Context: an optimization exercise on an open-source flow, tuned for small area. The choices shown serve that exercise and are no tape-out recipe. Function was checked by simulation only, so behaviour that the tests miss may differ from the original. Power is estimated from default activity; no workload was simulated.

==> design/flow/design.v <==
module NV_NVDLA_NOCIF_DRAM_READ_ig (
   nvdla_core_clk
  ,nvdla_core_rstn
  ,pwrbus_ram_pd
  ,eg2ig_axi_vld
  ,client02mcif_lat_fifo_depth
  ,client02mcif_rd_cdt_lat_fifo_pop
  ,client02mcif_rd_req_valid
  ,client02mcif_rd_req_ready
  ,client02mcif_rd_req_pd
  ,client02mcif_rd_wt
  ,client02mcif_rd_axid
  ,client12mcif_lat_fifo_depth
  ,client12mcif_rd_cdt_lat_fifo_pop
  ,client12mcif_rd_req_valid
  ,client12mcif_rd_req_ready
  ,client12mcif_rd_req_pd
  ,client12mcif_rd_wt
  ,client12mcif_rd_axid
  ,client22mcif_lat_fifo_depth
  ,client22mcif_rd_cdt_lat_fifo_pop
  ,client22mcif_rd_req_valid
  ,client22mcif_rd_req_ready
  ,client22mcif_rd_req_pd
  ,client22mcif_rd_wt
  ,client22mcif_rd_axid
  ,client32mcif_lat_fifo_depth
  ,client32mcif_rd_cdt_lat_fifo_pop
  ,client32mcif_rd_req_valid
  ,client32mcif_rd_req_ready
  ,client32mcif_rd_req_pd
  ,client32mcif_rd_wt
  ,client32mcif_rd_axid
  ,client42mcif_lat_fifo_depth
  ,client42mcif_rd_cdt_lat_fifo_pop
  ,client42mcif_rd_req_valid
  ,client42mcif_rd_req_ready
  ,client42mcif_rd_req_pd
  ,client42mcif_rd_wt
  ,client42mcif_rd_axid
  ,client52mcif_lat_fifo_depth
  ,client52mcif_rd_cdt_lat_fifo_pop
  ,client52mcif_rd_req_valid
  ,client52mcif_rd_req_ready
  ,client52mcif_rd_req_pd
  ,client52mcif_rd_wt
  ,client52mcif_rd_axid
  ,client62mcif_lat_fifo_depth
  ,client62mcif_rd_cdt_lat_fifo_pop
  ,client62mcif_rd_req_valid
  ,client62mcif_rd_req_ready
  ,client62mcif_rd_req_pd
  ,client62mcif_rd_wt
  ,client62mcif_rd_axid
  ,client72mcif_lat_fifo_depth
  ,client72mcif_rd_cdt_lat_fifo_pop
  ,client72mcif_rd_req_valid
  ,client72mcif_rd_req_ready
  ,client72mcif_rd_req_pd
  ,client72mcif_rd_wt
  ,client72mcif_rd_axid
  ,reg2dp_rd_os_cnt
  ,cq_wr_pd
  ,cq_wr_pvld
  ,cq_wr_prdy
  ,cq_wr_thread_id
  ,mcif2noc_axi_ar_araddr
  ,mcif2noc_axi_ar_arready
  ,mcif2noc_axi_ar_arid
  ,mcif2noc_axi_ar_arlen
  ,mcif2noc_axi_ar_arvalid
);
input         nvdla_core_clk;
input         nvdla_core_rstn;
input  [31:0] pwrbus_ram_pd;
input         eg2ig_axi_vld;
input  [7:0]  client02mcif_lat_fifo_depth;
input         client02mcif_rd_cdt_lat_fifo_pop;
input         client02mcif_rd_req_valid;
output        client02mcif_rd_req_ready;
input  [46:0] client02mcif_rd_req_pd;
input  [7:0]  client02mcif_rd_wt;
input  [3:0]  client02mcif_rd_axid;
input  [7:0]  client12mcif_lat_fifo_depth;
input         client12mcif_rd_cdt_lat_fifo_pop;
input         client12mcif_rd_req_valid;
output        client12mcif_rd_req_ready;
input  [46:0] client12mcif_rd_req_pd;
input  [7:0]  client12mcif_rd_wt;
input  [3:0]  client12mcif_rd_axid;
input  [7:0]  client22mcif_lat_fifo_depth;
input         client22mcif_rd_cdt_lat_fifo_pop;
input         client22mcif_rd_req_valid;
output        client22mcif_rd_req_ready;
input  [46:0] client22mcif_rd_req_pd;
input  [7:0]  client22mcif_rd_wt;
input  [3:0]  client22mcif_rd_axid;
input  [7:0]  client32mcif_lat_fifo_depth;
input         client32mcif_rd_cdt_lat_fifo_pop;
input         client32mcif_rd_req_valid;
output        client32mcif_rd_req_ready;
input  [46:0] client32mcif_rd_req_pd;
input  [7:0]  client32mcif_rd_wt;
input  [3:0]  client32mcif_rd_axid;
input  [7:0]  client42mcif_lat_fifo_depth;
input         client42mcif_rd_cdt_lat_fifo_pop;
input         client42mcif_rd_req_valid;
output        client42mcif_rd_req_ready;
input  [46:0] client42mcif_rd_req_pd;
input  [7:0]  client42mcif_rd_wt;
input  [3:0]  client42mcif_rd_axid;
input  [7:0]  client52mcif_lat_fifo_depth;
input         client52mcif_rd_cdt_lat_fifo_pop;
input         client52mcif_rd_req_valid;
output        client52mcif_rd_req_ready;
input  [46:0] client52mcif_rd_req_pd;
input  [7:0]  client52mcif_rd_wt;
input  [3:0]  client52mcif_rd_axid;
input  [7:0]  client62mcif_lat_fifo_depth;
input         client62mcif_rd_cdt_lat_fifo_pop;
input         client62mcif_rd_req_valid;
output        client62mcif_rd_req_ready;
input  [46:0] client62mcif_rd_req_pd;
input  [7:0]  client62mcif_rd_wt;
input  [3:0]  client62mcif_rd_axid;
input  [7:0]  client72mcif_lat_fifo_depth;
input         client72mcif_rd_cdt_lat_fifo_pop;
input         client72mcif_rd_req_valid;
output        client72mcif_rd_req_ready;
input  [46:0] client72mcif_rd_req_pd;
input  [7:0]  client72mcif_rd_wt;
input  [3:0]  client72mcif_rd_axid;
input  [7:0]  reg2dp_rd_os_cnt;
output [6:0]  cq_wr_pd;
output        cq_wr_pvld;
input         cq_wr_prdy;
output [3:0]  cq_wr_thread_id;
output [31:0] mcif2noc_axi_ar_araddr;
input         mcif2noc_axi_ar_arready;
output [7:0]  mcif2noc_axi_ar_arid;
output [3:0]  mcif2noc_axi_ar_arlen;
output        mcif2noc_axi_ar_arvalid;
wire clk  = nvdla_core_clk;
wire rstn = nvdla_core_rstn;
wire [7:0] gnt;
wire [7:0] src_vld;
wire [7:0] a_sv;
wire [7:0] a_sv_n;
wire [7:0] wt_nz;
wire [29:0] a_pd0, a_sd0;
wire [29:0] a_pd1, a_sd1;
wire [29:0] a_pd2, a_sd2;
wire [29:0] a_pd3, a_sd3;
wire [29:0] a_pd4, a_sd4;
wire [29:0] a_pd5, a_sd5;
wire [29:0] a_pd6, a_sd6;
wire [29:0] a_pd7, a_sd7;
NV_NVDLA_NOCIF_DRAM_READ_IG_client u_client0 (
   .clk(clk), .rstn(rstn)
  ,.req_valid(client02mcif_rd_req_valid), .req_ready(client02mcif_rd_req_ready), .req_pd(client02mcif_rd_req_pd)
  ,.lat_fifo_pop(client02mcif_rd_cdt_lat_fifo_pop), .lat_fifo_depth(client02mcif_lat_fifo_depth)
  ,.gnt(gnt[0]), .src_vld(src_vld[0]), .a_sv(a_sv[0]), .a_sv_n(a_sv_n[0]), .a_pd(a_pd0), .a_sd(a_sd0)
);
assign wt_nz[0] = |client02mcif_rd_wt;
NV_NVDLA_NOCIF_DRAM_READ_IG_client u_client1 (
   .clk(clk), .rstn(rstn)
  ,.req_valid(client12mcif_rd_req_valid), .req_ready(client12mcif_rd_req_ready), .req_pd(client12mcif_rd_req_pd)
  ,.lat_fifo_pop(client12mcif_rd_cdt_lat_fifo_pop), .lat_fifo_depth(client12mcif_lat_fifo_depth)
  ,.gnt(gnt[1]), .src_vld(src_vld[1]), .a_sv(a_sv[1]), .a_sv_n(a_sv_n[1]), .a_pd(a_pd1), .a_sd(a_sd1)
);
assign wt_nz[1] = |client12mcif_rd_wt;
NV_NVDLA_NOCIF_DRAM_READ_IG_client u_client2 (
   .clk(clk), .rstn(rstn)
  ,.req_valid(client22mcif_rd_req_valid), .req_ready(client22mcif_rd_req_ready), .req_pd(client22mcif_rd_req_pd)
  ,.lat_fifo_pop(client22mcif_rd_cdt_lat_fifo_pop), .lat_fifo_depth(client22mcif_lat_fifo_depth)
  ,.gnt(gnt[2]), .src_vld(src_vld[2]), .a_sv(a_sv[2]), .a_sv_n(a_sv_n[2]), .a_pd(a_pd2), .a_sd(a_sd2)
);
assign wt_nz[2] = |client22mcif_rd_wt;
NV_NVDLA_NOCIF_DRAM_READ_IG_client u_client3 (
   .clk(clk), .rstn(rstn)
  ,.req_valid(client32mcif_rd_req_valid), .req_ready(client32mcif_rd_req_ready), .req_pd(client32mcif_rd_req_pd)
  ,.lat_fifo_pop(client32mcif_rd_cdt_lat_fifo_pop), .lat_fifo_depth(client32mcif_lat_fifo_depth)
  ,.gnt(gnt[3]), .src_vld(src_vld[3]), .a_sv(a_sv[3]), .a_sv_n(a_sv_n[3]), .a_pd(a_pd3), .a_sd(a_sd3)
);
assign wt_nz[3] = |client32mcif_rd_wt;
NV_NVDLA_NOCIF_DRAM_READ_IG_client u_client4 (
   .clk(clk), .rstn(rstn)
  ,.req_valid(client42mcif_rd_req_valid), .req_ready(client42mcif_rd_req_ready), .req_pd(client42mcif_rd_req_pd)
  ,.lat_fifo_pop(client42mcif_rd_cdt_lat_fifo_pop), .lat_fifo_depth(client42mcif_lat_fifo_depth)
  ,.gnt(gnt[4]), .src_vld(src_vld[4]), .a_sv(a_sv[4]), .a_sv_n(a_sv_n[4]), .a_pd(a_pd4), .a_sd(a_sd4)
);
assign wt_nz[4] = |client42mcif_rd_wt;
NV_NVDLA_NOCIF_DRAM_READ_IG_client u_client5 (
   .clk(clk), .rstn(rstn)
  ,.req_valid(client52mcif_rd_req_valid), .req_ready(client52mcif_rd_req_ready), .req_pd(client52mcif_rd_req_pd)
  ,.lat_fifo_pop(client52mcif_rd_cdt_lat_fifo_pop), .lat_fifo_depth(client52mcif_lat_fifo_depth)
  ,.gnt(gnt[5]), .src_vld(src_vld[5]), .a_sv(a_sv[5]), .a_sv_n(a_sv_n[5]), .a_pd(a_pd5), .a_sd(a_sd5)
);
assign wt_nz[5] = |client52mcif_rd_wt;
NV_NVDLA_NOCIF_DRAM_READ_IG_client u_client6 (
   .clk(clk), .rstn(rstn)
  ,.req_valid(client62mcif_rd_req_valid), .req_ready(client62mcif_rd_req_ready), .req_pd(client62mcif_rd_req_pd)
  ,.lat_fifo_pop(client62mcif_rd_cdt_lat_fifo_pop), .lat_fifo_depth(client62mcif_lat_fifo_depth)
  ,.gnt(gnt[6]), .src_vld(src_vld[6]), .a_sv(a_sv[6]), .a_sv_n(a_sv_n[6]), .a_pd(a_pd6), .a_sd(a_sd6)
);
assign wt_nz[6] = |client62mcif_rd_wt;
NV_NVDLA_NOCIF_DRAM_READ_IG_client u_client7 (
   .clk(clk), .rstn(rstn)
  ,.req_valid(client72mcif_rd_req_valid), .req_ready(client72mcif_rd_req_ready), .req_pd(client72mcif_rd_req_pd)
  ,.lat_fifo_pop(client72mcif_rd_cdt_lat_fifo_pop), .lat_fifo_depth(client72mcif_lat_fifo_depth)
  ,.gnt(gnt[7]), .src_vld(src_vld[7]), .a_sv(a_sv[7]), .a_sv_n(a_sv_n[7]), .a_pd(a_pd7), .a_sd(a_sd7)
);
assign wt_nz[7] = |client72mcif_rd_wt;
reg  [7:0] wrr_gnt;
reg  [7:0] wt_left;
wire       gnt_busy;
wire [7:0] req = src_vld & wt_nz;
wire       stay = (wt_left != 8'd0) & (|(req & wrr_gnt));
wire [7:0] above, req_rr, pick;
wire [8:0] seen_g, seen_r;
assign seen_g[0] = 1'b0;
assign seen_r[0] = 1'b0;
genvar gi;
generate
  for (gi = 0; gi < 8; gi = gi + 1) begin : g_rr
    assign above[gi]    = seen_g[gi];
    assign seen_g[gi+1] = seen_g[gi] | wrr_gnt[gi];
    assign pick[gi]     = req_rr[gi] & !seen_r[gi];
    assign seen_r[gi+1] = seen_r[gi] | req_rr[gi];
  end
endgenerate
wire [7:0] req_hi = req & above;
assign req_rr = (|req_hi) ? req_hi : req;
wire [7:0] gnt_pre = stay ? wrr_gnt : pick;
wire [7:0] wt_pick = ({8{pick[0]}} & client02mcif_rd_wt) | ({8{pick[1]}} & client12mcif_rd_wt) | ({8{pick[2]}} & client22mcif_rd_wt) | ({8{pick[3]}} & client32mcif_rd_wt) | ({8{pick[4]}} & client42mcif_rd_wt) | ({8{pick[5]}} & client52mcif_rd_wt) | ({8{pick[6]}} & client62mcif_rd_wt) | ({8{pick[7]}} & client72mcif_rd_wt);
wire [7:0] wt_base = stay ? wt_left : wt_pick;
wire [8:0] wt_bw;
assign wt_bw[0] = 1'b1;
generate
  for (gi = 0; gi < 8; gi = gi + 1) begin : g_wt
    assign wt_bw[gi+1] = wt_bw[gi] & !wt_base[gi];
  end
endgenerate
wire [7:0] wt_left_nxt = wt_base ^ wt_bw[7:0];
assign gnt = gnt_busy ? 8'd0 : gnt_pre;
always @(posedge clk or negedge rstn) begin
  if (!rstn) begin
    wrr_gnt <= 8'd0;
    wt_left <= 8'd0;
  end else if (!gnt_busy & (|req)) begin
    wrr_gnt <= gnt_pre;
    wt_left <= wt_left_nxt;
  end
end
wire [29:0] arb_burst =
    ({30{gnt[0] & a_sv_n[0]}} & a_pd0) | ({30{gnt[0] & a_sv[0]}} & a_sd0)
  | ({30{gnt[1] & a_sv_n[1]}} & a_pd1) | ({30{gnt[1] & a_sv[1]}} & a_sd1)
  | ({30{gnt[2] & a_sv_n[2]}} & a_pd2) | ({30{gnt[2] & a_sv[2]}} & a_sd2)
  | ({30{gnt[3] & a_sv_n[3]}} & a_pd3) | ({30{gnt[3] & a_sv[3]}} & a_sd3)
  | ({30{gnt[4] & a_sv_n[4]}} & a_pd4) | ({30{gnt[4] & a_sv[4]}} & a_sd4)
  | ({30{gnt[5] & a_sv_n[5]}} & a_pd5) | ({30{gnt[5] & a_sv[5]}} & a_sd5)
  | ({30{gnt[6] & a_sv_n[6]}} & a_pd6) | ({30{gnt[6] & a_sv[6]}} & a_sd6)
  | ({30{gnt[7] & a_sv_n[7]}} & a_pd7) | ({30{gnt[7] & a_sv[7]}} & a_sd7);
wire [3:0] arb_axid =
    ({4{gnt[0]}} & client02mcif_rd_axid)
  | ({4{gnt[1]}} & client12mcif_rd_axid)
  | ({4{gnt[2]}} & client22mcif_rd_axid)
  | ({4{gnt[3]}} & client32mcif_rd_axid)
  | ({4{gnt[4]}} & client42mcif_rd_axid)
  | ({4{gnt[5]}} & client52mcif_rd_axid)
  | ({4{gnt[6]}} & client62mcif_rd_axid)
  | ({4{gnt[7]}} & client72mcif_rd_axid);
wire arb_vld = |gnt;
reg s1_pv, s2_pv, s2_sv;
reg [33:0] s1_pd, s2_pd, s2_sd;
wire cmd_rdy;
wire s2_ready_bc = !(s2_pv & s2_sv);
wire s1_ready_bc = s2_ready_bc | !s1_pv;
assign gnt_busy = !s1_ready_bc;
wire s2_catch = s2_pv & !s2_sv & !cmd_rdy;
always @(posedge clk or negedge rstn) begin
  if (!rstn) begin
    s1_pv <= 1'b0;
    s2_pv <= 1'b0;
    s2_sv <= 1'b0;
  end else begin
    s1_pv <= s1_ready_bc ? arb_vld : 1'b1;
    s2_pv <= s2_ready_bc ? s1_pv : 1'b1;
    s2_sv <= s2_sv ? !cmd_rdy : s2_catch;
  end
end
always @(posedge clk) begin
  if (s1_ready_bc & arb_vld) s1_pd <= {arb_axid, arb_burst};
  if (s2_ready_bc & s1_pv)   s2_pd <= s1_pd;
  if (s2_catch)              s2_sd <= s2_pd;
end
wire        cmd_vld = s2_pv | s2_sv;
wire [33:0] cmd_pd  = s2_sv ? s2_sd : s2_pd;
wire [3:0]  cmd_axid  = cmd_pd[33:30];
wire        cmd_ltran = cmd_pd[0];
reg        eg_d;
reg  [8:0] os_cnt;
reg        c_sv, c_pv;
reg [32:0] c_sd, c_pd;    
wire [9:0] os_diff;
wire [9:0] os_bw;
wire [8:0] os_cfg = {1'b0, reg2dp_rd_os_cnt};
assign os_bw[0] = 1'b0;
generate
  for (gi = 0; gi < 9; gi = gi + 1) begin : g_osd
    assign os_diff[gi]  = os_cnt[gi] ^ os_cfg[gi] ^ os_bw[gi];
    assign os_bw[gi+1] = (!os_cnt[gi] & (os_cfg[gi] | os_bw[gi])) | (os_cfg[gi] & os_bw[gi]);
  end
endgenerate
assign os_diff[9] = os_bw[9];
wire os_ge1 = !os_diff[9] & (|os_diff[8:0]);
wire os_ge2 = !os_diff[9] & (|os_diff[8:1]);
wire os_ge3 = !os_diff[9] & ((|os_diff[8:2]) | (&os_diff[1:0]));
wire os_wrap = (os_cnt == 9'd0);
wire os_full = (cmd_vld & !eg_d) ? os_ge1 : (eg_d & !cmd_vld) ? (os_ge3 | os_wrap) : os_ge2;
wire       axi_cmd_rdy = !c_sv;
assign     cmd_rdy = axi_cmd_rdy & cq_wr_prdy & !os_full;
wire       axi_cmd_vld = cmd_vld & cq_wr_prdy & !os_full;
wire       os_add = axi_cmd_vld & axi_cmd_rdy;
wire       c_ready_bc = mcif2noc_axi_ar_arready | !c_pv;
wire       c_catch = axi_cmd_vld & !c_sv & !c_ready_bc;
wire       c_sp_vld = c_sv | axi_cmd_vld;
wire [32:0] cmd_ar = {cmd_axid, cmd_pd[29:1]};
wire [8:0] os_t;    
assign os_t[0] = 1'b1;
generate
  for (gi = 1; gi < 9; gi = gi + 1) begin : g_os
    assign os_t[gi] = os_t[gi-1] & (os_cnt[gi-1] ^ eg_d);
  end
endgenerate
always @(posedge clk or negedge rstn) begin
  if (!rstn) begin
    eg_d   <= 1'b0;
    os_cnt <= 9'd0;
    c_sv   <= 1'b0;
    c_pv   <= 1'b0;
  end else begin
    eg_d   <= eg2ig_axi_vld;
    if (os_add ^ eg_d) os_cnt <= os_cnt ^ os_t;
    c_sv   <= c_sv ? !c_ready_bc : c_catch;
    c_pv   <= c_ready_bc ? c_sp_vld : 1'b1;
  end
end
always @(posedge clk) begin
  if (c_catch)                c_sd <= cmd_ar;
  if (c_ready_bc & c_sp_vld)  c_pd <= c_sv ? c_sd : cmd_ar;
end
assign cq_wr_pvld = cmd_vld & axi_cmd_rdy & !os_full;
assign cq_wr_pd   = {2'b00, cmd_ltran, 4'b0000};
assign cq_wr_thread_id = (cmd_axid == 4'd8) ? 4'd0 : (cmd_axid == 4'd9) ? 4'd1 :
                         (cmd_axid == 4'd3) ? 4'd2 : (cmd_axid == 4'd2) ? 4'd3 :
                         (cmd_axid == 4'd1) ? 4'd4 : (cmd_axid == 4'd5) ? 4'd5 :
                         (cmd_axid == 4'd6) ? 4'd6 : (cmd_axid == 4'd4) ? 4'd7 : 4'd0;
assign mcif2noc_axi_ar_arvalid = c_pv;
assign mcif2noc_axi_ar_arid    = {4'b0000, c_pd[32:29]};
assign mcif2noc_axi_ar_araddr  = {c_pd[28:0], 3'b000};
assign mcif2noc_axi_ar_arlen   = 4'b0000;
endmodule
module NV_NVDLA_NOCIF_DRAM_READ_IG_client (
   clk
  ,rstn
  ,req_valid
  ,req_ready
  ,req_pd
  ,lat_fifo_pop
  ,lat_fifo_depth
  ,gnt
  ,src_vld
  ,a_sv
  ,a_sv_n
  ,a_pd
  ,a_sd
  );
input         clk;
input         rstn;
input         req_valid;
output        req_ready;
input  [46:0] req_pd;
input         lat_fifo_pop;
input  [7:0]  lat_fifo_depth;
input         gnt;
output        src_vld;
output        a_sv;
output        a_sv_n;
output [29:0] a_pd;    
output [29:0] a_sd;
reg p1_pv, p1_sv, p2_sv, p2_pv;
wire ready_bc1 = !(p1_pv & p1_sv);
wire push      = ready_bc1 & req_valid;
wire in_rdy_p  = !p2_sv;
wire catch1    = p1_pv & !p1_sv & !in_rdy_p;
wire in_vld_p  = p1_pv | p1_sv;
wire in_rdy;
wire ready_bc2 = in_rdy | !p2_pv;
wire catch2    = in_vld_p & !p2_sv & !ready_bc2;
wire sp_vld    = p2_sv | in_vld_p;
wire hd_load   = ready_bc2 & sp_vld;
assign req_ready = ready_bc1;
always @(posedge clk or negedge rstn) begin
  if (!rstn) begin
    p1_pv <= 1'b0;
    p1_sv <= 1'b0;
    p2_sv <= 1'b0;
    p2_pv <= 1'b0;
  end else begin
    p1_pv <= ready_bc1 ? req_valid : 1'b1;
    p1_sv <= p1_sv ? !in_rdy_p : catch1;
    p2_sv <= p2_sv ? !ready_bc2 : catch2;
    p2_pv <= ready_bc2 ? sp_vld : 1'b1;
  end
end
reg [2:0] wp, rp;    
always @(posedge clk or negedge rstn) begin
  if (!rstn) begin
    wp <= 3'b001;
    rp <= 3'b001;
  end else begin
    if (push)    wp <= {wp[1:0], wp[2]};
    if (hd_load) rp <= {rp[1:0], rp[2]};
  end
end
wire [43:0] in_d = {req_pd[46:32], req_pd[31:3]};    
reg  [43:0] s0, s1, s2;
always @(posedge clk) begin
  if (push & wp[0]) s0 <= in_d;
  if (push & wp[1]) s1 <= in_d;
  if (push & wp[2]) s2 <= in_d;
end
reg [28:0] hd_addr;
reg [14:0] hd_rem;
wire ltran;
reg [7:0] lat_cnt;
reg       lat_dec;
wire req_enable = (lat_fifo_depth == 8'd0) | (lat_fifo_depth != lat_cnt);
wire a_ready_bc;
wire req_vld = req_enable & p2_pv;
wire accept  = req_vld & a_ready_bc;
assign in_rdy = req_enable & a_ready_bc & ltran;
wire adv = accept & !ltran;
wire [29:0] a_cy;
wire [15:0] r_bw;
assign a_cy[0] = 1'b1;
assign r_bw[0] = 1'b1;
genvar gi;
generate
  for (gi = 0; gi < 29; gi = gi + 1) begin : g_ainc
    assign a_cy[gi+1] = a_cy[gi] & hd_addr[gi];
  end
  for (gi = 0; gi < 15; gi = gi + 1) begin : g_rdec
    assign r_bw[gi+1] = r_bw[gi] & !hd_rem[gi];
  end
endgenerate
wire [28:0] hd_addr_inc = hd_addr ^ a_cy[28:0];
wire [14:0] hd_rem_dec  = hd_rem ^ r_bw[14:0];
assign ltran = r_bw[15];    
wire [43:0] hd_d = ({44{hd_load & rp[0]}} & s0) | ({44{hd_load & rp[1]}} & s1) |
                   ({44{hd_load & rp[2]}} & s2) | ({44{!hd_load}} & {hd_rem_dec, hd_addr_inc});
always @(posedge clk) begin
  if (hd_load | adv) {hd_rem, hd_addr} <= hd_d;
end
wire lat_up = accept & (lat_fifo_depth != 8'd0);
wire [7:0] lat_t;    
assign lat_t[0] = 1'b1;
generate
  for (gi = 1; gi < 8; gi = gi + 1) begin : g_lat
    assign lat_t[gi] = lat_t[gi-1] & (lat_cnt[gi-1] ^ lat_dec);
  end
endgenerate
always @(posedge clk or negedge rstn) begin
  if (!rstn) begin
    lat_dec <= 1'b0;
    lat_cnt <= 8'd0;
  end else begin
    lat_dec <= lat_fifo_pop;
    if (lat_up ^ lat_dec) lat_cnt <= lat_cnt ^ lat_t;
  end
end
reg a_pv, a_sv_r;
reg a_sv_n_r;    
reg [29:0] a_pd_r, a_sd_r;
assign a_ready_bc = !(a_pv & a_sv_r);
wire a_catch = a_pv & !a_sv_r & !gnt;
always @(posedge clk or negedge rstn) begin
  if (!rstn) begin
    a_pv     <= 1'b0;
    a_sv_r   <= 1'b0;
    a_sv_n_r <= 1'b1;
  end else begin
    a_pv     <= a_ready_bc ? req_vld : 1'b1;
    a_sv_r   <= a_sv_r ? !gnt : a_catch;
    a_sv_n_r <= a_sv_r ? gnt : !a_catch;
  end
end
always @(posedge clk) begin
  if (accept)  a_pd_r <= {hd_addr, ltran};
  if (a_catch) a_sd_r <= a_pd_r;
end
assign src_vld = a_pv | a_sv_r;
assign a_sv = a_sv_r;
assign a_sv_n = a_sv_n_r;
assign a_pd = a_pd_r;
assign a_sd = a_sd_r;
endmodule
==> design/flow/run.sh <==
#!/bin/bash
# synth_recipe.tcl (not shown) runs the flow's synth.tcl, then flattens the netlist and writes it again
# the make line also repeats each setting of config.mk as NAME=value (left out here)
make -C /OpenROAD-flow-scripts/flow DESIGN_CONFIG=/design/flow/config.mk WORK_HOME=/design/flow/orfs CLKGATE_MAP_FILE= SYNTH_SCRIPT=/design/flow/synth_recipe.tcl finish
==> design/flow/config.mk <==
export PLATFORM = sky130hd
export DESIGN_NAME = NV_NVDLA_NOCIF_DRAM_READ_ig
export DESIGN_NICKNAME = NV_NVDLA_NOCIF_DRAM_READ_ig
export VERILOG_FILES = /design/flow/design.v
export SDC_FILE = /design/flow/constraint.sdc
export NUM_CORES = 4
export LEC_CHECK = 0
export CAP_MARGIN = 20
export CORE_MARGIN = 2
export CORE_UTILIZATION = 55
export CTS_CLUSTER_DIAMETER = 80
export CTS_CLUSTER_SIZE = 25
export PLACE_DENSITY = 0.68
export SLEW_MARGIN = 20
==> design/flow/constraint.sdc <==
create_clock -name core_clock -period 6.0 [get_ports {nvdla_core_clk}]
set_input_delay 1.2000 -clock core_clock [delete_from_list [all_inputs] [get_ports {nvdla_core_clk}]]
set_output_delay 1.2000 -clock core_clock [all_outputs]
set_load 0.01 [all_outputs]
==> run notes, run 1 <==
* Status: complete, but fails checks
* Violated checks: negative setup slack
* Leak at 35.1 nW
* Worst setup margin at -0.0424 ns
* Htree depth at 3
* Row cnt at 147
* Global-route usage over all layers at 25.1%
* Cts bufs inserted at 112
* Post-route insts no fill at 8194
* FF-to-FF path depth at 30
* Area Growth Syn to Fin at 14.9%
* CP Capture Point: cq_wr_pvld
* Worst reg2reg path startpoint: u_client1.hd_addr[0]$_DFFE_PP_
* Unique masters post-synth at 73
* HPWL after DPL at 143000 um
* Filler instances at 11600
* F_max at 165 MHz
* Initial DRC Count at approximately 6100
* Full die area at 166000 um^2
* Layout Nets at about 6900
* Die span in x at around 400 um
* FF-to-FF End: u_client1.hd_addr[28]$_DFFE_PP_
* Hold WC Path Type: reg2reg
* Crit-path max cell delay at 0.36 ns
* Vias post-DR at 49800
* Overall routed net length at 212000 um
* Clk_skew at 0.0344 ns
* Crit Path Class: in2out
* Reg area at 67000 um^2
* Post-synthesis register bit count at between 2000 and 2500
* Clock transition at path regs at 0.10 ns
* Ys async rst share at 9.15%
* Clock sinks at 2263
* Layout cells sized above 1 at a little under an eighth
* Placed Cells at 7956
* Vias in the first global route at ~48000
* Commonest non-fill, non-tap cell in the layout: edfxtp_1
* Pwr Density at 378 nW/um^2
* CORE AREA at roughly 160000 um^2
* Synth Instances at ~5300
* Worst setup startpoint: reg2dp_rd_os_cnt[0]
* CP max FO at 2
* Die Ht at about 410 um
* Starting Density at 55.5%
* Cell Area, Synth at 89300 um^2
* RSZ-0062 raised after global routing: true
* Critical path data required time at 4.80 ns
* Total gr overflow at 0
* Max-cap violations at 0
* First-pass GRT wire length at slightly above 300000 um
* Largest net degree at the start of global routing at between 90 and 100
* Slew margin rel. at 24.7%
* DR vias/cell at 6.08
* DRC violations left at 0
* # IOs at around 660
* Worst-skew pair later-pin latency at between 0.7 and 0.8 ns
* Gpl congestion at roughly 0.93
* Syn_area_per_cell at 16.8 um^2
* Period utilization at 101%
* Most numerous cell on the critical path: fa_2
* Worst-Margin Slew at 1.13 ns
* EDFF count, synth at 2056
* Post-route cell area at ~100000 um^2
* CTS tree: yes
* Initial antenna violation count at 54
* Startpoint types: input pin
* Max VDD drop at 0.438 mV
* CP Data Arrival Time at 4.84 ns
* Crit end category: output pin
* Slowest CP cell: fa_2
* Clock Path Buffers at 3
* Top FF cell, synth: edfxtp_1
* Final Slew Violations at 0
* Placed instance area at 98700 um^2
* Pre-CTS setup slack at -1.05 ns
* Worst reg-to-reg setup slack at 0.20 ns
* Min cycle time layout at just over 6 ns
* IO Port Bufs at 587
* Fin. Hold Viols at 0
* CTS Root Cell: clkbuf_16
* DRT antenna net count at 0
* Multi-input gate area at 21000 um^2
* Yosys warns at 2
* WL/cell at around 26 um
* Seq/Total Area, Yosys at 75.0%
* Sequence of cells on the critical path: buf_6, ha_4, inv_2, fa_2, inv_2, fa_2, fa_2, fa_2, fa_2, fa_2, fa_2, ha_4, nand4_1, a211oi_2, a21oi_2, nor3_2, buf_4, buf_6
* Most frequent cells in the layout: edfxtp_1 (2056), clkdlybuf4s50_1 (583), a222oi_1 (370)
* Drt pass-1 iters at 10
* Setup-failing EPs final at 1
-- kinds of logic after synthesis --
kind of cell    synth area share (%)
xor+xnor                        1.64
buf+inv                         2.19
flops                           75.0
other cells                  0.00420
fa+ha+maj                       4.87
simple gates                    3.81
compound gates                  9.78
mux                             2.73
-- what timing repair did --
| action | in CTS | in global routing |
|---|---|---|
| hold buffers | 0 | 0 |
| setup endpoints to repair | 4 | 19 |
| buffers inserted | 2 | 7 |
| gates resized for setup | 18 | 76 |
| cloned | 0 | 0 |
| pin swaps | 1 | 9 |
-- report_power, final --
group	switching [W]	internal [W]
registers	0.00141	0.0201
clock network	0.00501	0.00379
logic	0.00490	0.00359
-- cell type report --
cell class,instances,area share [%]
clock inverters,46,0.493
multi-input cells,2590,20.5
clock buffers,167,3.00
inverters,156,0.571
flip-flops and latches,2263,65.3
repair buffers,796,7.45
diodes,16,0.0390
well taps,2160,2.64
-- cell usage after synthesis, drive strengths merged, types with 4 or more instances --
master,count,area [um^2]
a211oi,4,35.0
or2,8,50.1
o31ai,5,51.3
o2bb2ai,6,58.8
a21boi,7,52.6
dfstp,24,631
clkbuf,266,998
edfxtp,2056,61700
a21o,38,285
or3,6,37.5
inv,156,586
a21oi,272,1360
mux2,98,1110
fa,7,140
a31oi,8,50.1
nor2b,7,43.8
nor2,305,1140
nand4,33,206
a22oi,98,736
a221o,7,70.1
o21ai,66,342
xnor2,60,526
dfrtp,183,4580
nor4b,4,50.1
nor3,25,135
buf,57,370
nand3,34,175
or4b,4,40.0
and3,28,175
mux2i,133,1330
and2,16,100
nand2b,18,113
o22ai,5,45.0
a32o,29,290
o21a,9,67.6
a22o,97,850
nand2,168,631
nor3b,15,113
a222oi,370,3700
nor4,49,307
xor2,107,937
ha,336,4200
a221oi,66,578
-- metal layers --
layer,track usage [%],share of wire (%)
met5,0,0.20
met4,6.70,2.7
met3,5.33,8.5
met2,39.2,46
met1,36.1,42
-- critical path, delay by kind of cell --
kind	cells	cell delay (ns)
buffers and inverters	5	0.43
AOI/OAI and AO/OA	2	0.31
and+or+nand+nor	2	0.21
adders and majority gates	9	2.68
-- through the flow --
stage / hold slack, ns / total power, W / utilization, % / setup TNS [ns]
floorplan: 0.400 / 0.0260 / - / -0.0841
global placement: 0.405 / 0.0299 / 61.3 / -35.59
detailed placement: 0.405 / 0.0302 / 61.3 / -37.93
CTS: 0.422 / 0.0389 / 63.6 / -0.105
global route: 0.431 / 0.0404 / 63.7 / -0.229
finish: 0.424 / 0.0388 / 63.7 / -0.0424
-- how the worst min path moves through the flow --
| stage | startpoint | end | slack [ns] | cells past startpoint |
|---|---|---|---|---|
| after detailed placement | s1_pd[16]$_DFFE_PP_ | s2_pd[16]$_DFFE_PP_ | 0.40 | 0 |
| after floorplan | s1_pd[0]$_DFFE_PP_ | s2_pd[0]$_DFFE_PP_ | 0.40 | 0 |
| after global placement | s1_pd[5]$_DFFE_PP_ | s2_pd[5]$_DFFE_PP_ | 0.40 | 0 |
| after global routing | s1_pd[25]$_DFFE_PP_ | s2_pd[25]$_DFFE_PP_ | 0.43 | 0 |
| after CTS | s1_pd[1]$_DFFE_PP_ | s2_pd[1]$_DFFE_PP_ | 0.42 | 0 |
| final | s1_pd[1]$_DFFE_PP_ | s2_pd[1]$_DFFE_PP_ | 0.42 | 0 |
==> inputs of run 2 (changes only) <==
--- a/design/flow/design.v
+++ b/design/flow/design.v
@@ -302,17 +302,7 @@
 reg  [8:0] os_cnt;
 reg        c_sv, c_pv;
 reg [32:0] c_sd, c_pd;    
-wire [9:0] os_diff;
-wire [9:0] os_bw;
-wire [8:0] os_cfg = {1'b0, reg2dp_rd_os_cnt};
-assign os_bw[0] = 1'b0;
-generate
-  for (gi = 0; gi < 9; gi = gi + 1) begin : g_osd
-    assign os_diff[gi]  = os_cnt[gi] ^ os_cfg[gi] ^ os_bw[gi];
-    assign os_bw[gi+1] = (!os_cnt[gi] & (os_cfg[gi] | os_bw[gi])) | (os_cfg[gi] & os_bw[gi]);
-  end
-endgenerate
-assign os_diff[9] = os_bw[9];
+wire [9:0] os_diff = {1'b0, os_cnt} - {2'b00, reg2dp_rd_os_cnt};
 wire os_ge1 = !os_diff[9] & (|os_diff[8:0]);
 wire os_ge2 = !os_diff[9] & (|os_diff[8:1]);
 wire os_ge3 = !os_diff[9] & ((|os_diff[8:2]) | (&os_diff[1:0]));
@@ -414,23 +404,19 @@
     p2_pv <= ready_bc2 ? sp_vld : 1'b1;
   end
 end
-reg [2:0] wp, rp;    
-always @(posedge clk or negedge rstn) begin
-  if (!rstn) begin
-    wp <= 3'b001;
-    rp <= 3'b001;
-  end else begin
-    if (push)    wp <= {wp[1:0], wp[2]};
-    if (hd_load) rp <= {rp[1:0], rp[2]};
-  end
-end
 wire [43:0] in_d = {req_pd[46:32], req_pd[31:3]};    
 reg  [43:0] s0, s1, s2;
 always @(posedge clk) begin
-  if (push & wp[0]) s0 <= in_d;
-  if (push & wp[1]) s1 <= in_d;
-  if (push & wp[2]) s2 <= in_d;
+  if (push) begin
+    s0 <= in_d;
+    s1 <= s0;
+    s2 <= s1;
+  end
 end
+wire n3 = p1_pv & p1_sv & p2_sv;
+wire n1 = (p1_pv ^ p1_sv ^ p2_sv) & !n3;
+wire n2 = !n1 & !n3;    
+wire [2:0] rs = {n3, n2, n1};
 reg [28:0] hd_addr;
 reg [14:0] hd_rem;
 wire ltran;
@@ -458,8 +444,8 @@
 wire [28:0] hd_addr_inc = hd_addr ^ a_cy[28:0];
 wire [14:0] hd_rem_dec  = hd_rem ^ r_bw[14:0];
 assign ltran = r_bw[15];    
-wire [43:0] hd_d = ({44{hd_load & rp[0]}} & s0) | ({44{hd_load & rp[1]}} & s1) |
-                   ({44{hd_load & rp[2]}} & s2) | ({44{!hd_load}} & {hd_rem_dec, hd_addr_inc});
+wire [43:0] hd_d = ({44{hd_load & rs[0]}} & s0) | ({44{hd_load & rs[1]}} & s1) |
+                   ({44{hd_load & rs[2]}} & s2) | ({44{!hd_load}} & {hd_rem_dec, hd_addr_inc});
 always @(posedge clk) begin
   if (hd_load | adv) {hd_rem, hd_addr} <= hd_d;
 end
==> design/flow/flow/run.sh (new file) <==
#!/bin/bash
# The standard layout (the standard.sh, standard synthesis unchanged), with
# two changes: the port buffers are buf_1 cells, and clock tree synthesis uses
# larger sink clusters and no dummy loads. Tool output goes to standard.log.
export BUFFER_PORTS_ARGS="-buffer_cell sky130_fd_sc_hd__buf_1"
export CTS_ARGS="-sink_clustering_enable -repair_clock_nets -dont_use_dummy_load -sink_clustering_size 25 -sink_clustering_max_diameter 80"
bash standard.sh > standard.log 2>&1
==> design/flow/standard.sh (new file) <==
#!/bin/bash
# synth_recipe.tcl (not shown) runs the flow's synth.tcl, then flattens the netlist and writes it again
# the make line also repeats each setting of config.mk as NAME=value (left out here)
make -C /OpenROAD-flow-scripts/flow DESIGN_CONFIG=/design/flow/config.mk WORK_HOME=/design/flow/orfs CLKGATE_MAP_FILE= SYNTH_SCRIPT=/design/flow/synth_recipe.tcl "${@:-finish}"
--- a/design/flow/config.mk
+++ b/design/flow/config.mk
@@ -7,8 +7,7 @@
 export LEC_CHECK = 0
 export CAP_MARGIN = 20
 export CORE_MARGIN = 2
-export CORE_UTILIZATION = 55
-export CTS_CLUSTER_DIAMETER = 80
-export CTS_CLUSTER_SIZE = 25
-export PLACE_DENSITY = 0.68
+export CORE_UTILIZATION = 65
+export PLACE_DENSITY = 0.75
+export SETUP_SLACK_MARGIN = 0.05
 export SLEW_MARGIN = 20
removed: design/flow/run.sh
==> run 2 against run 1 <==
The run now finishes clean. Area after synthesis is 1.7% lower. First-iteration DRC count increased by 16%. Register-to-register slack hardly changed. Cell count shrank 3.9%. Routed wire length shrank 4.1%. Sequential power increased by 7%. Die area fell by 17%. Critical path type is now reg2reg. Critical endpoint is now u_client5.hd_addr[28]$_DFFE_PP_.
==> run notes, run 2 <==
* Drt pass-1 iters at 13
* Worst setup margin at 0.195 ns
* Power share of the combinational group at 20.5%
* CP max FO at 2
* Initial DRC Count at 7085
* Overall routed net length at around 200000 um
* Area Growth Syn to Fin at 9.70%
* Die Ht at around 370 um
* Setup TNS at 0 ns
* Layout Nets at 7052
* Slowest CP cell: edfxtp_1
* Synth area leaders: edfxtp_1 (70%), ha_1 (5.2%), dfrtp_1 (4.3%)
* Placed instance area at 92700 um^2
* Worst-Margin Slew at 1.08 ns
* Clk_skew at around 0.052 ns
* DR vias/cell at roughly 6.4
* Die span in x at 371 um
* Switching share of total power at 29.9%
* Total Power at 0.0385 W
* Sequential power share at between 50% and 60%
* Filler instances at 8523
* Yosys top cell area share at 70.4%
* Max-cap violations at 0
* CTS Root Cell: clkbuf_16
* Post-synth top cells: edfxtp_1 (2056), nand2_1 (748), ha_1 (366)
* IO Port Bufs at 587
* Most numerous cell on the critical path: ha_2
* Htree depth at 3
* Row cnt at 134
* Critical path data required time at 6.47 ns
* Most common cell in the netlist: edfxtp_1
* Largest delay contributor family on the critical path: adder cells
* Vias in the first global route at 48400
* Clock transition at path regs at ~0.1 ns
* Hold slack at roughly 0.42 ns
* Global-route usage over all layers at 28.8%
* Gpl congestion at roughly 0.95
* Startpoint types: register
* Hold WC Path Type: reg2reg
* DRC violations left at 0
* WL/cell at 25.8 um
* Cts bufs inserted at about 100
* F_max at 172 MHz
* Crit end category: register
* Fin. Hold Viols at 0
* Slew margin rel. at 27.9%
* NetSw at 0.0115 W
* Seq/Total Area, Yosys at 74.9%
* First-pass GRT wire length at 297000 um
* Crit Path Class: reg2reg
* Syn_area_per_cell at 16.0 um^2
* Layout cells sized above 1 at 9.84%
* Commonest non-fill, non-tap cell in the layout: edfxtp_1
* Clock Path Buffers at 3
* Most frequent cells in the layout: edfxtp_1 (2056), nand2_1 (748), buf_1 (586)
* Min cycle time layout at 5.81 ns
* Buf/Inv on CP at 0
* RSZ-0062 raised after global routing: true
* Period utilization at 96.8%
* Pwr Density at 400 nW/um^2
* Synth Instances at 5484
* Vias post-DR at 50500
* Full die area at 138000 um^2
* Ys async rst share at 7.18%
* DRT antenna net count at 0
* Cell internal pwr at 0.0270 W
* Final Slew Violations at 0
* Leak at 33.2 nW
* Cell Area, Synth at 87700 um^2
* Worst-skew pair later-pin latency at 0.75 ns
* CP Data Arrival Time at 6.27 ns
* Area leader, netlist: edfxtp_1
* Total gr overflow at 0
* Largest net degree at the start of global routing at roughly 120
* Post-synthesis register bit count at ~2200
* Pre-CTS setup slack at -0.219 ns
* CTS tree: yes
* EDFF count, synth at slightly above 2000
* Starting Density at approximately 66%
* HPWL after DPL at 139000 um
* Yosys warns at 2
* Clock share of power at 19.5%
* Clock sinks at 2215
* Hold_buf cts at 0
* # IOs at 662
* Unique masters post-synth at 74
* Max VDD drop at 0.333 mV
* Status: finished clean
* Crit-path max cell delay at 0.41 ns
* CORE AREA at about 130000 um^2
* Top FF cell, synth: edfxtp_1
* Setup-failing EPs final at 0
* Post-route cell area at 96200 um^2
* Initial antenna violation count at 32
-- run 2: cell types whose count changed after synthesis, moves of 130 or more --
| cell | previous run | this run |
|---|---|---|
| a21oi_1 | 272 | 62 |
| a221o_1 | 7 | 157 |
| a222oi_1 | 370 | 240 |
| nand2_1 | 168 | 748 |
| nor2_1 | 305 | 159 |
| o21ai_0 | 62 | 208 |
-- run 2: cell families after synthesis --
| kind of cell | count (synthesis) | share of synthesized area (%) |
|---|---|---|
| xor+xnor | 168 | 1.68 |
| compound gates | 1004 | 9.06 |
| flops | 2215 | 74.9 |
| buf+inv | 461 | 2.07 |
| other cells | 1 | 0.00427 |
| simple gates | 1169 | 5.78 |
| fa+ha+maj | 367 | 5.24 |
| mux | 99 | 1.24 |
-- run 2: path summary, 6_finish.rpt --
kind / cells after the start / start / to / slack (ns)
max: 30 / u_client5.hd_addr[0]$_DFFE_PP_ / u_client5.hd_addr[28]$_DFFE_PP_ / 0.19
min: 0 / s1_pd[15]$_DFFE_PP_ / s2_pd[15]$_DFFE_PP_ / 0.42
max reg2reg: 30 / u_client5.hd_addr[0]$_DFFE_PP_ / u_client5.hd_addr[28]$_DFFE_PP_ / 0.19
min reg2reg: 0 / s1_pd[15]$_DFFE_PP_ / s2_pd[15]$_DFFE_PP_ / 0.42
max in group asynchronous: 2 / nvdla_core_rstn / u_client7.a_sv_r$_DFF_PN0_ / 4.11
min in group asynchronous: 1 / nvdla_core_rstn / u_client4.lat_cnt[4]$_DFFE_PN0P_ / 0.53
-- run 2: power by group through the flow --
stage | clock network [W] | logic [W] | registers (W)
2_1_floorplan | 0 | 0.00510 | 0.0226
3_3_place_gp | 0 | 0.00749 | 0.0232
3_5_place_dp | 0 | 0.00771 | 0.0233
4_1_cts | 0.00762 | 0.00778 | 0.0230
5_1_grt | 0.00811 | 0.00860 | 0.0233
6_report | 0.00751 | 0.00791 | 0.0231
-- run 2: per-stage QoR --
stage               util [%]  instances
finish                  72.0       7877
global route            72.0       7873
CTS                     71.6       7849
detailed placement      69.4       7738
global placement        69.4       7735
floorplan                  -       5501
-- run 2: worst reg2reg max path, delay by kind of cell, from the launching register on --
kind	cells	cell delay, ns
AOI/OAI and AO/OA	1	0.29
and+or+nand+nor	1	0.10
adders and majority gates	27	4.58
DFF	1	0.41
xor gates and xnor gates	1	0.16
-- run 2: cell type report --
class / count / area, um^2 / share of cell area (%)
antenna: 23 / 57.6 / 0.0598
clock buffer: 104 / 2600 / 2.70
inverter: 190 / 713 / 0.741
multi-input combinational: 2825 / 21300 / 22.1
sequential: 2215 / 65700 / 68.3
tap: 1768 / 2210 / 2.30
timing repair buffer: 752 / 3650 / 3.79
-- run 2: layer usage --
layer	wire length (um)	vias to the layer above	global-route usage, %
li1	-	22500	-
met1	80400	25100	40.6
met2	97300	2524	46.0
met3	18700	333	5.55
met4	6960	10	9.60
met5	65	-	0
-- run 2: what timing repair did --
item / CTS / global route
gates resized for setup: 104 / 92
endpoints found under the setup margin: 21 / 21
pin swaps: 24 / 25
gates cloned: 0 / 0
buffers inserted: 7 / 4
==> inputs of run 3 (changes only) <==
--- a/design/flow/config.mk
+++ b/design/flow/config.mk
@@ -5,9 +5,9 @@
 export SDC_FILE = /design/flow/constraint.sdc
 export NUM_CORES = 4
 export LEC_CHECK = 0
-export CAP_MARGIN = 20
+export CAP_MARGIN = 5
 export CORE_MARGIN = 2
 export CORE_UTILIZATION = 65
 export PLACE_DENSITY = 0.75
 export SETUP_SLACK_MARGIN = 0.05
-export SLEW_MARGIN = 20
+export SLEW_MARGIN = 5
==> run 3 against run 2 <==
Still clean. Hold slack got worse by 0.0029 ns. Synthesized cell count stayed put. Cell count about the same. Area after synthesis unchanged. Largest power group unchanged.
==> run notes, run 3 <==
* Pwr Density at roughly 400 nW/um^2
* Syn_area_per_cell at 16.0 um^2
* Yosys warns at 2
* Clk_skew at 0.0684 ns
* Setup TNS at 0 ns
* Full die area at 138000 um^2
* Worst reg-to-reg setup slack at 0.19 ns
* First-pass GRT wire length at approximately 300000 um
* Cell Area, Synth at slightly below 90000 um^2
* Worst reg2reg path startpoint: u_client5.hd_addr[0]$_DFFE_PP_
* Die span in x at 371 um
* CTS tree: yes
* Top FF cell, synth: edfxtp_1
* Post-synthesis register bit count at 2215
* CTS Root Cell: clkbuf_16
* Seq/Total Area, Yosys at approximately three quarters
* RSZ-0062 raised after global routing: true
* Global-route usage over all layers at 28.7%
* Yosys top cell area share at between 70% and 80%
* Cts bufs inserted at between 100 and 150
* Switching share of total power at 29.8%
* Largest net degree at the start of global routing at 115
* Crit end category: register
* Worst-skew pair later-pin latency at 0.75 ns
* DRT antenna net count at 0
* Clock Path Buffers at 3
* Post-synth top cells: edfxtp_1 (2056), nand2_1 (748), ha_1 (366)
* Hold slack at 0.419 ns
* Max-cap violations at 0
* Layout Nets at between 7000 and 8000
* IO Port Bufs at 587
* Htree depth at 3
* FF-to-FF path depth at 30
* Hold WC Path Type: reg2reg
* Die Ht at 371 um
* Max VDD drop at 0.322 mV
* Most common cell in the netlist: edfxtp_1
* Crit-path max cell delay at 0.41 ns
* Unique masters post-synth at 74
* Fin. Hold Viols at 0
* Vias in the first global route at 48300
* Final Slew Violations at 0
* Vias post-DR at 50300
* Total gr overflow at 0
* Ys async rst share at 7.18%
* Worst-Margin Slew at 1.22 ns
* Hold_buf cts at 0
* Synth Instances at around 5500
* Slowest CP cell: edfxtp_1
* Worst setup startpoint: u_client5.hd_addr[0]$_DFFE_PP_
* Critical path data required time at 6.49 ns
* DR vias/cell at about 6.4
* Sequential power share at 60.0%
* NetSw at 0.0115 W
* Synth area leaders: edfxtp_1 (70%), ha_1 (5.2%), dfrtp_1 (4.3%)
* Area leader, netlist: edfxtp_1
* Period utilization at a little over nine tenths
* Cell internal pwr at 0.0270 W
* Placed Cells at between 7000 and 8000
* FF-to-FF End: u_client5.hd_addr[28]$_DFFE_PP_
* WL/cell at approximately 26 um
* Setup-failing EPs final at 0
* Clock share of power at 19.5%
* Layout cells sized above 1 at around a tenth
* HPWL after DPL at 139000 um
* Post-route insts no fill at about 7900
* Startpoint types: register
* Row cnt at about 130
* Crit Path Class: reg2reg
* Initial antenna violation count at 23
* Area Growth Syn to Fin at 9.55%
* Post-route cell area at just under 100000 um^2
* Most numerous cell on the critical path: ha_2
* # IOs at ~660
* EDFF count, synth at 2056
* Gpl congestion at about 0.95
* CORE AREA at roughly 130000 um^2
* Starting Density at around two thirds
* Leak at 33.2 nW
* Placed instance area at 92700 um^2
* Power share of the combinational group at 20.5%
* Drt pass-1 iters at 10
* Most frequent cells in the layout: edfxtp_1 (2056), nand2_1 (748), buf_1 (586)
* Initial DRC Count at 7125
* CP max FO at 2
* Min cycle time layout at 5.81 ns
* F_max at 172 MHz
* Overall routed net length at 202000 um
* DRC violations left at 0
* Clock sinks at roughly 2200
* CP Capture Point: u_client5.hd_addr[28]$_DFFE_PP_
* Slew margin rel. at 18.8%
* Clock transition at path regs at 0.09 ns
* Commonest non-fill, non-tap cell in the layout: edfxtp_1
* Status: finished clean
* CP Data Arrival Time at about 6.3 ns
-- run 3: cell counts after synthesis --
Identical to the previous run, type by type.
-- run 3: stage by stage --
step / worst slack, ns / util, % / power (W)
2_1_floorplan: 0.0619 / - / 0.0277
3_3_place_gp: -0.0744 / 69.4 / 0.0307
3_5_place_dp: -0.216 / 69.4 / 0.0310
4_1_cts: 0.0509 / 71.6 / 0.0384
5_1_grt: 0.0157 / 71.9 / 0.0400
6_report: 0.194 / 71.9 / 0.0384
-- run 3: kinds of logic (layout without fill, tap and decap cells) --
kind of cell	count (synthesis)	after routing	synth area share [%]
compound gates	1004	1004	9.06
xor+xnor	168	168	1.68
fa+ha+maj	367	367	5.24
buf+inv	461	1043	2.07
flops	2215	2215	74.9
mux	99	99	1.24
other cells	1	38	0.00427
simple gates	1169	1169	5.78
-- run 3: layout make-up --
type,count,area (um^2)
Antenna cell,20,50.0
Tap cell,1768,2210
Inverter,190,713
Sequential cell,2215,65700
Multi-Input combinational cell,2825,21300
Clock buffer,104,2600
Fill cell,8527,37500
Timing Repair Buffer,749,3550
-- run 3: power by group through the flow --
stage / combinational [W] / sequential, W / clock, W
4_1_cts: 0.00779 / 0.0230 / 0.00763
5_1_grt: 0.00855 / 0.0233 / 0.00811
6_report: 0.00787 / 0.0230 / 0.00751
3_5_place_dp: 0.00773 / 0.0233 / 0
3_3_place_gp: 0.00749 / 0.0232 / 0
2_1_floorplan: 0.00510 / 0.0226 / 0
-- run 3: what timing repair did --
item / in CTS / in global routing
gates resized for setup: 103 / 93
endpoints found under the setup margin: 21 / 20
pin swaps: 25 / 27
setup buffers: 7 / 5
-- run 3: how the worst min path moves through the flow --
stage	cells after the start	slack, ns	endpoint	start
after floorplan	0	0.40	s2_pd[0]$_DFFE_PP_	s1_pd[0]$_DFFE_PP_
after global routing	0	0.43	s2_pd[21]$_DFFE_PP_	s1_pd[21]$_DFFE_PP_
after detailed placement	0	0.40	s2_pd[17]$_DFFE_PP_	s1_pd[17]$_DFFE_PP_
after CTS	0	0.42	s2_pd[21]$_DFFE_PP_	s1_pd[21]$_DFFE_PP_
final	0	0.42	s2_pd[14]$_DFFE_PP_	s1_pd[14]$_DFFE_PP_
after global placement	0	0.40	s2_pd[0]$_DFFE_PP_	s1_pd[0]$_DFFE_PP_
-- run 3: metal layers --
| layer | wire [um] | up-vias | track usage (%) |
|---|---|---|---|
| met4 | 6760 | 10 | 9.19 |
| met5 | 77 | - | 0 |
| met1 | 79700 | 25000 | 40.1 |
| met2 | 97100 | 2469 | 46.0 |
| li1 | - | 22500 | - |
| met3 | 18800 | 323 | 5.75 |
-- run 3: critical path, delay by kind of cell (launching register included) --
kind	cells	cell delay (ns)
compound gates	1	0.30
xor+xnor	1	0.16
fa+ha+maj	27	4.60
flops	1	0.41
simple gates	1	0.09
==> inputs of run 4 (changes only) <==
--- a/design/flow/config.mk
+++ b/design/flow/config.mk
@@ -7,7 +7,7 @@
 export LEC_CHECK = 0
 export CAP_MARGIN = 5
 export CORE_MARGIN = 2
-export CORE_UTILIZATION = 65
-export PLACE_DENSITY = 0.75
-export SETUP_SLACK_MARGIN = 0.05
+export CORE_UTILIZATION = 70
+export PLACE_DENSITY = 0.8
+export SETUP_SLACK_MARGIN = 0.0
 export SLEW_MARGIN = 5
==> run 4 against run 3 <==
Still clean. Via count grew 1.8%. Synthesized cell count did not move. Setup slack worse by 0.11 ns. Clock-buffer cell count down 3. Critical endpoint is now u_client0.hd_addr[27]$_DFFE_PP_. Largest cell class unchanged.
==> run notes, run 4 <==
* Crit end category: register
* Crit Path Class: reg2reg
* Yosys warns at 2
* Worst-Margin Slew at 1.21 ns
* Critical path data required time at 6.46 ns
* Starting Density at 70.8%
* CP max FO at 2
* DRC violations left at 0
* Max-cap violations at 0
* Status: finished clean
* Most numerous cell on the critical path: ha_2
* CTS Root Cell: clkbuf_16
* F_max at roughly 170 MHz
* Row cnt at 129
* Area Growth Syn to Fin at 9.44%
* Synth area leaders: edfxtp_1 (70%), ha_1 (5.2%), dfrtp_1 (4.3%)
* Cell Area, Synth at a little under 90000 um^2
* Min cycle time layout at approximately 6 ns
* Synth Instances at 5484
* Vias post-DR at about 51000
* Most frequent cells in the layout: edfxtp_1 (2056), nand2_1 (748), buf_1 (586)
* IO Port Bufs at 587
* DRT antenna net count at 0
* Overall routed net length at 206000 um
* Max VDD drop at 0.341 mV
* Top FF cell, synth: edfxtp_1
* Startpoint types: register
* Hold WC Path Type: in2async
* Vias in the first global route at 49600
* Clock sinks at between 2000 and 2500
* Worst setup margin at 0.0883 ns
* Final Util at 77.4%
* Pwr Density at between 400 and 500 nW/um^2
* Seq/Total Area, Yosys at 74.9%
* Clk_skew at ~0.049 ns
* CP Data Arrival Time at roughly 6.4 ns
* Largest net degree at the start of global routing at 133
* Cts bufs inserted at 101
* Die Ht at 358 um
* Layout Nets at 7062
* Layout cells sized above 1 at 9.92%
* Clock transition at path regs at 0.09 ns
* Slew margin rel. at roughly a fifth
* Syn_area_per_cell at around 16 um^2
* Global-route usage over all layers at 31.2%
* Initial antenna violation count at 20
* Leak at 33.3 nW
* Post-synthesis register bit count at 2215
* Filler instances at slightly above 7000
* DR vias/cell at 6.60
* Yosys top cell area share at 70.4%
* Commonest non-fill, non-tap cell in the layout: edfxtp_1
* Full die area at roughly 130000 um^2
* Drt pass-1 iters at 10
* Period utilization at 98.5%
* Clock Path Buffers at 3
* HPWL after DPL at between 100000 and 150000 um
* Gpl congestion at ~0.95
* First-pass GRT wire length at a little under 300000 um
* Post-synth top cells: edfxtp_1 (2056), nand2_1 (748), ha_1 (366)
* Crit-path max cell delay at 0.42 ns
* Setup-failing EPs final at 0
* WL/cell at 26.5 um
* Fin. Hold Viols at 0
* EDFF count, synth at 2056
* Htree depth at 3
* Die span in x at 358 um
* Slowest CP cell: edfxtp_1
* CTS tree: yes
* Hold slack at between 0.3 and 0.4 ns
* Initial DRC Count at approximately 8200
* # IOs at 662
* CORE AREA at 124000 um^2
* Worst-skew pair later-pin latency at between 0.7 and 0.8 ns
* Area leader, netlist: edfxtp_1
* Ys async rst share at 7.18%
* Hold_buf cts at 0
* Final Slew Violations at 0
* Most common cell in the netlist: edfxtp_1
* Total gr overflow at 0
* Unique masters post-synth at 74
* Pre-CTS setup slack at -0.298 ns
==> run 4: cell counts after synthesis <==
No cell type changed its count.
==> run 4: stage by stage <==
stage                     area (um^2)  power, W  std cells  TNS, ns
after floorplan                 87800    0.0277       5501        0
after global routing            96000    0.0399       7748   -0.389
after detailed placement        92600    0.0311       7613    -2.87
after CTS                       95500    0.0383       7725        0
after global placement          92600    0.0306       7613   -0.189
final                           96000    0.0384       7749        0
==> run 4: worst max-delay path, delay by kind of cell, from the launching register on <==
| kind | cells | cell delay (ns) |
|---|---|---|
| AOI/OAI and AO/OA | 1 | 0.38 |
| and+or+nand+nor | 1 | 0.13 |
| adders and majority gates | 27 | 4.72 |
| DFF | 1 | 0.42 |
==> run 4: cell type report <==
class | instances | area, um^2 | share of cell area (%)
sequential | 2215 | 65700 | 68.5
multi-input combinational | 2825 | 21200 | 22.1
timing repair buffer | 765 | 3710 | 3.86
clock buffer | 101 | 2530 | 2.63
tap | 1637 | 2050 | 2.13
inverter | 190 | 713 | 0.743
antenna | 16 | 40.0 | 0.0417
==> run 4: layer usage <==
layer	vias up	track usage (%)	share of wire (%)
met2	2954	50.1	49
met1	25300	42.2	37
met3	423	7.14	10
met4	8	12.5	4.1
li1	22500	-	-
met5	-	0	0.031
==> run 4: logic make-up (layout without fill, tap and decap cells) <==
family                   Yosys count  in the layout  share of synthesized area [%]
buffers and inverters            461           1056                           2.07
XOR/XNOR                         168            168                           1.68
AND/OR/NAND/NOR                 1169           1169                           5.78
multiplexers                      99             99                           1.24
AO/OA/AOI/OAI                   1004           1004                           9.06
other                              1             34                        0.00427
adder cells (fa/ha/maj)          367            367                           5.24
flip-flops                      2215           2215                           74.9
==> run 4: power breakdown <==
part	total, W	internal [W]	leakage [nW]	switching, W
Sequential	0.0231	0.0211	20.5	0.00195
Combinational	0.00798	0.00283	11.5	0.00515
Clock	0.00739	0.00301	1.24	0.00438
Total	0.0384	0.0270	33.3	0.0115
==> run 4: path summary, 6_finish.rpt <==
kind,startpoint,end,slack [ns],cells after the start
worst max-delay path,u_client0.hd_addr[0]$_DFFE_PP_,u_client0.hd_addr[27]$_DFFE_PP_,0.09,29
min in group core_clock,s1_pd[8]$_DFFE_PP_,s2_pd[8]$_DFFE_PP_,0.43,0
worst max register to register,u_client0.hd_addr[0]$_DFFE_PP_,u_client0.hd_addr[27]$_DFFE_PP_,0.09,29
max in group asynchronous,nvdla_core_rstn,c_sv$_DFF_PN0_,4.62,2
worst min-delay path,nvdla_core_rstn,u_client1.lat_cnt[2]$_DFFE_PN0P_,0.33,1
worst min register to register,s1_pd[8]$_DFFE_PP_,s2_pd[8]$_DFFE_PP_,0.43,0
==> run 4: what timing repair did <==
item                       in CTS  in global routing
resized for setup             101                 92
setup endpoints to repair      23                 19
pin swaps                      24                 26
buffers inserted               11                  8
==> inputs of run 5 (changes only) <==
--- a/design/flow/design.v
+++ b/design/flow/design.v
@@ -435,7 +435,11 @@
 genvar gi;
 generate
   for (gi = 0; gi < 29; gi = gi + 1) begin : g_ainc
-    assign a_cy[gi+1] = a_cy[gi] & hd_addr[gi];
+    if (gi == 14) begin : g_skip    
+      assign a_cy[gi+1] = &hd_addr[14:0];
+    end else begin : g_rip
+      assign a_cy[gi+1] = a_cy[gi] & hd_addr[gi];
+    end
   end
   for (gi = 0; gi < 15; gi = gi + 1) begin : g_rdec
     assign r_bw[gi+1] = r_bw[gi] & !hd_rem[gi];
==> design/flow/config.mk (replaced) <==
export PLATFORM = sky130hd
export DESIGN_NAME = NV_NVDLA_NOCIF_DRAM_READ_ig
export DESIGN_NICKNAME = NV_NVDLA_NOCIF_DRAM_READ_ig
export VERILOG_FILES = /design/flow/design.v
export SDC_FILE = /design/flow/constraint.sdc
export NUM_CORES = 4
export LEC_CHECK = 0
export CAP_MARGIN = 20
export CORE_MARGIN = 2
export CORE_UTILIZATION = 60
export PLACE_DENSITY = 0.72
export SETUP_SLACK_MARGIN = 0.05
export SLEW_MARGIN = 20
==> run 5 against run 4 <==
Critical path depth decreased by 7. Die area increased by 18%. Utilization decreased by 12 points. Non-clock buffer count decreased by 19. Cell count increased by 5.7%. Routed wire length increased by 1.5%. Setup slack improved by 0.80 ns. Clock-buffer cell count increased by 8. Sequential share of layout area decreased by 0.62 points. Cell area increased by 0.91%. Power increased by 2.4%.
==> run notes, run 5 <==
* Cts bufs inserted at 109
* Clock Path Buffers at 3
* Post-route cell area at roughly 97000 um^2
* Unique masters post-synth at 84
* Post-synthesis register bit count at 2215
* Sequence of cells on the critical path: inv_1, ha_1, ha_1, ha_1, ha_1, ha_1, ha_1, ha_1, ha_1, ha_1, ha_1, ha_1, ha_1, ha_1, ha_1, inv_1, o21ai_0, nand2_1, nor2_2, buf_4, a222oi_1, nand2_1
* DRT antenna net count at 0
* Pwr Density at 407 nW/um^2
* FF-to-FF End: u_client0.hd_addr[3]$_DFFE_PP_
* CTS tree: yes
* Top FF cell, synth: edfxtp_1
* Clock sinks at 2215
* DRC violations left at 0
* Layout cells sized above 1 at about 7.3%
* Worst-Margin Slew at 1.13 ns
* Yosys top cell area share at 69.4%
* Final Slew Violations at 0
* Cell Area, Synth at 88900 um^2
* Startpoint of the most critical hold path: u_client7.s1[15]$_DFFE_PP_
* WL/cell at 25.5 um
* Hold path depth at 0
* Synth Instances at 5664
* CTS Root Cell: clkbuf_16
* Most common cell in the netlist: edfxtp_1
* Starting Density at 60.3%
* Area Growth Syn to Fin at 8.94%
* Global-route usage over all layers at 27.1%
* Ys async rst share at a little over 7%
* Worst reg-to-reg setup slack at 0.89 ns
* DR top layer: met5
* Fin. Hold Viols at 0
* Post-synth top cells: edfxtp_1 (2056), nand2_1 (776), ha_1 (358)
* Crit end category: register
* Placed Cells at 8064
* Commonest non-fill, non-tap cell in the layout: edfxtp_1
* Routed wl met2 at 100000 um
* First-pass GRT wire length at approximately 300000 um
* RSZ-0062 raised after global routing: false
* Most frequent cells in the layout: edfxtp_1 (2056), nand2_1 (776), buf_1 (586)
* Largest delay contributor family on the critical path: adder cells
* CP Data Arrival Time at between 5 and 6 ns
* Hold WC Path Type: reg2reg
* Placed instance area at 94100 um^2
* CP max FO at 29
* Max-cap violations at 0
* CORE AREA at between 100000 and 150000 um^2
* Initial DRC Count at 6119
* Leak at 34.0 nW
* Hold_buf cts at 0
* Die Ht at 389 um
* Most numerous cell on the critical path: ha_1
* # IOs at 662
* Total gr overflow at 0
* Wl on met1 at 85200 um
* IO Port Bufs at 587
* Setup TNS at 0 ns
* Initial antenna violation count at 20
* FF-to-FF path depth at 22
* Status: finished clean
* Startpoint types: register
* Overall routed net length at around 210000 um
* Slowest CP cell: nor2_2
* Vias in the first global route at 49400
* HPWL after DPL at 146000 um
* DR vias/cell at 6.25
* Vias post-DR at roughly 50000
* Seq/Total Area, Yosys at 73.9%
* F_max at 196 MHz
* Setup-failing EPs final at 0
* Largest net degree at the start of global routing at between 100 and 150
* Final Util at 65.7%
* Period utilization at 85.2%
* Htree depth at 3
* Slew margin rel. at 25.0%
* Yosys warns at 2
* Syn_area_per_cell at roughly 16 um^2
* Post-CTS resize count at 0
* Die span in x at just under 400 um
* Buf/Inv on CP at 3
* Layout Nets at between 7000 and 8000
* Area leader, netlist: edfxtp_1
* Post-route insts no fill at 8190
* Critical path data required time at 6.56 ns
* Worst reg2reg path startpoint: u_client0.hd_rem[0]$_DFFE_PP_
* Worst-skew pair later-pin latency at 0.77 ns
* Row cnt at 141
* Full die area at roughly 150000 um^2
* Hold Path End: u_client7.s2[15]$_DFFE_PP_
* Post-CTS Setup Inserts at 0
* Crit Path Class: reg2reg
* Synth area leaders: edfxtp_1 (69%), ha_1 (5.0%), dfrtp_1 (4.2%)
* Max VDD drop at 0.522 mV
* EDFF count, synth at ~2100
* Drt pass-1 iters at 12
* Crit-path max cell delay at 0.75 ns
* Min cycle time layout at 5.11 ns
* Clock transition at path regs at 0.09 ns
* Clk_skew at 0.104 ns
* Gpl congestion at 0.924
* WL met3 at ~17000 um
-- run 5: cell types whose count changed in the layout (fill, tap and decap cells not counted), sizes merged, moves of 27 or more --
| cell | delta |
|---|---|
| a22oi | -32 |
| and3 | +27 |
| a21oi | +54 |
| o22a | -27 |
| nand2 | +28 |
| a221o | -31 |
| o21ai | -39 |
| a22o | +50 |
-- run 5: how the worst max path moves through the flow --
stage	cells after the start	slack, ns	from	endpoint
global placement	20	0.30	client02mcif_rd_wt[0]	wt_left[7]$_DFFE_PN0P_
finish	22	0.89	u_client0.hd_rem[0]$_DFFE_PP_	u_client0.hd_addr[3]$_DFFE_PP_
detailed placement	20	0.27	client72mcif_rd_wt[0]	wt_left[7]$_DFFE_PN0P_
floorplan	8	0.13	client42mcif_rd_wt[4]	u_client6.a_sd_r[0]$_DFFE_PP_
CTS	22	0.83	u_client0.hd_rem[0]$_DFFE_PP_	u_client0.hd_addr[28]$_DFFE_PP_
global route	22	0.38	u_client0.hd_rem[0]$_DFFE_PP_	u_client0.hd_addr[28]$_DFFE_PP_
-- run 5: worst register-to-register path: stages, from the launching register on --
cell and delay (ns):
edfxtp_1 0.39, inv_1 0.07, ha_1 0.14, ha_1 0.15
ha_1 0.15, ha_1 0.14, ha_1 0.16, ha_1 0.16
ha_1 0.15, ha_1 0.14, ha_1 0.14, ha_1 0.14
ha_1 0.15, ha_1 0.16, ha_1 0.16, ha_1 0.20
inv_1 0.06, o21ai_0 0.37, nand2_1 0.40, nor2_2 0.75
buf_4 0.48, a222oi_1 0.20, nand2_1 0.10
-- run 5: stage by stage --
| stage | power (W) | worst slack, ns | hold WS (ns) |
|---|---|---|---|
| 2_1_floorplan | 0.0282 | 0.130 | 0.400 |
| 3_3_place_gp | 0.0316 | 0.303 | 0.403 |
| 3_5_place_dp | 0.0319 | 0.266 | 0.407 |
| 4_1_cts | 0.0395 | 0.834 | 0.418 |
| 5_1_grt | 0.0410 | 0.383 | 0.422 |
| 6_report | 0.0394 | 0.888 | 0.418 |
-- run 5: layout make-up --
type,count,area (um^2)
flip-flops and latches,2215,65700
fillers,10400,50600
multi-input cells,2978,21700
repair buffers,746,3550
clock buffers,109,2730
well taps,1930,2410
inverters,196,736
diodes,16,40.0
-- run 5: logic make-up (layout without fill, tap and decap cells) --
kind of cell	after synthesis	count (layout)	synth area share [%]
adder cells (fa/ha/maj)	359	359	5.06
XOR/XNOR	178	178	1.75
flip-flops	2215	2215	73.9
other	1	34	0.00422
AND/OR/NAND/NOR	1285	1285	6.47
AO/OA/AOI/OAI	1034	1034	9.34
multiplexers	104	104	1.27
buffers and inverters	488	1051	2.19
-- run 5: power breakdown --
group / switching, W / total, W / leakage (nW) / internal (W)
Sequential: 0.00191 / 0.0230 / 20.6 / 0.0211
Combinational: 0.00554 / 0.00872 / 12.1 / 0.00318
Clock: 0.00445 / 0.00768 / 1.34 / 0.00323
-- run 5: per-layer routing --
metal / global-route usage (%) / up-vias
li1: - / 23200
met1: 38.4 / 25500
met2: 43.5 / 2238
met3: 4.89 / 272
met4: 7.69 / 2
met5: 0 / -

[re-timing with driven ports]
No port has a modelled driver above. Below, the same layouts with a new extraction and two added sets of constraints. Step 1, drivers: a clkbuf_16 drives nvdla_core_clk and a buf_2 each remaining input, both assumed. Step 2, shift: input delay + t, output delay - t, t = (earliest + latest rising clock arrival at the registers) / 2. This alone moves slack from input paths to output paths. a / b / c = ideal ports / drivers / drivers and shift; a / b = the first two.
run	t (ns)	setup WS [ns]
run 1	0.840	-0.042 / -0.075 / -0.243
run 2	0.809	0.195 / 0.195 / -0.052
run 3	0.801	0.194 / 0.194 / 0.002
run 4	0.807	0.088 / 0.088 / -0.131
run 5	0.802	0.888 / 0.884 / 0.204
With both steps, setup timing fails in run 2 and run 4, where it was met with ideal ports.
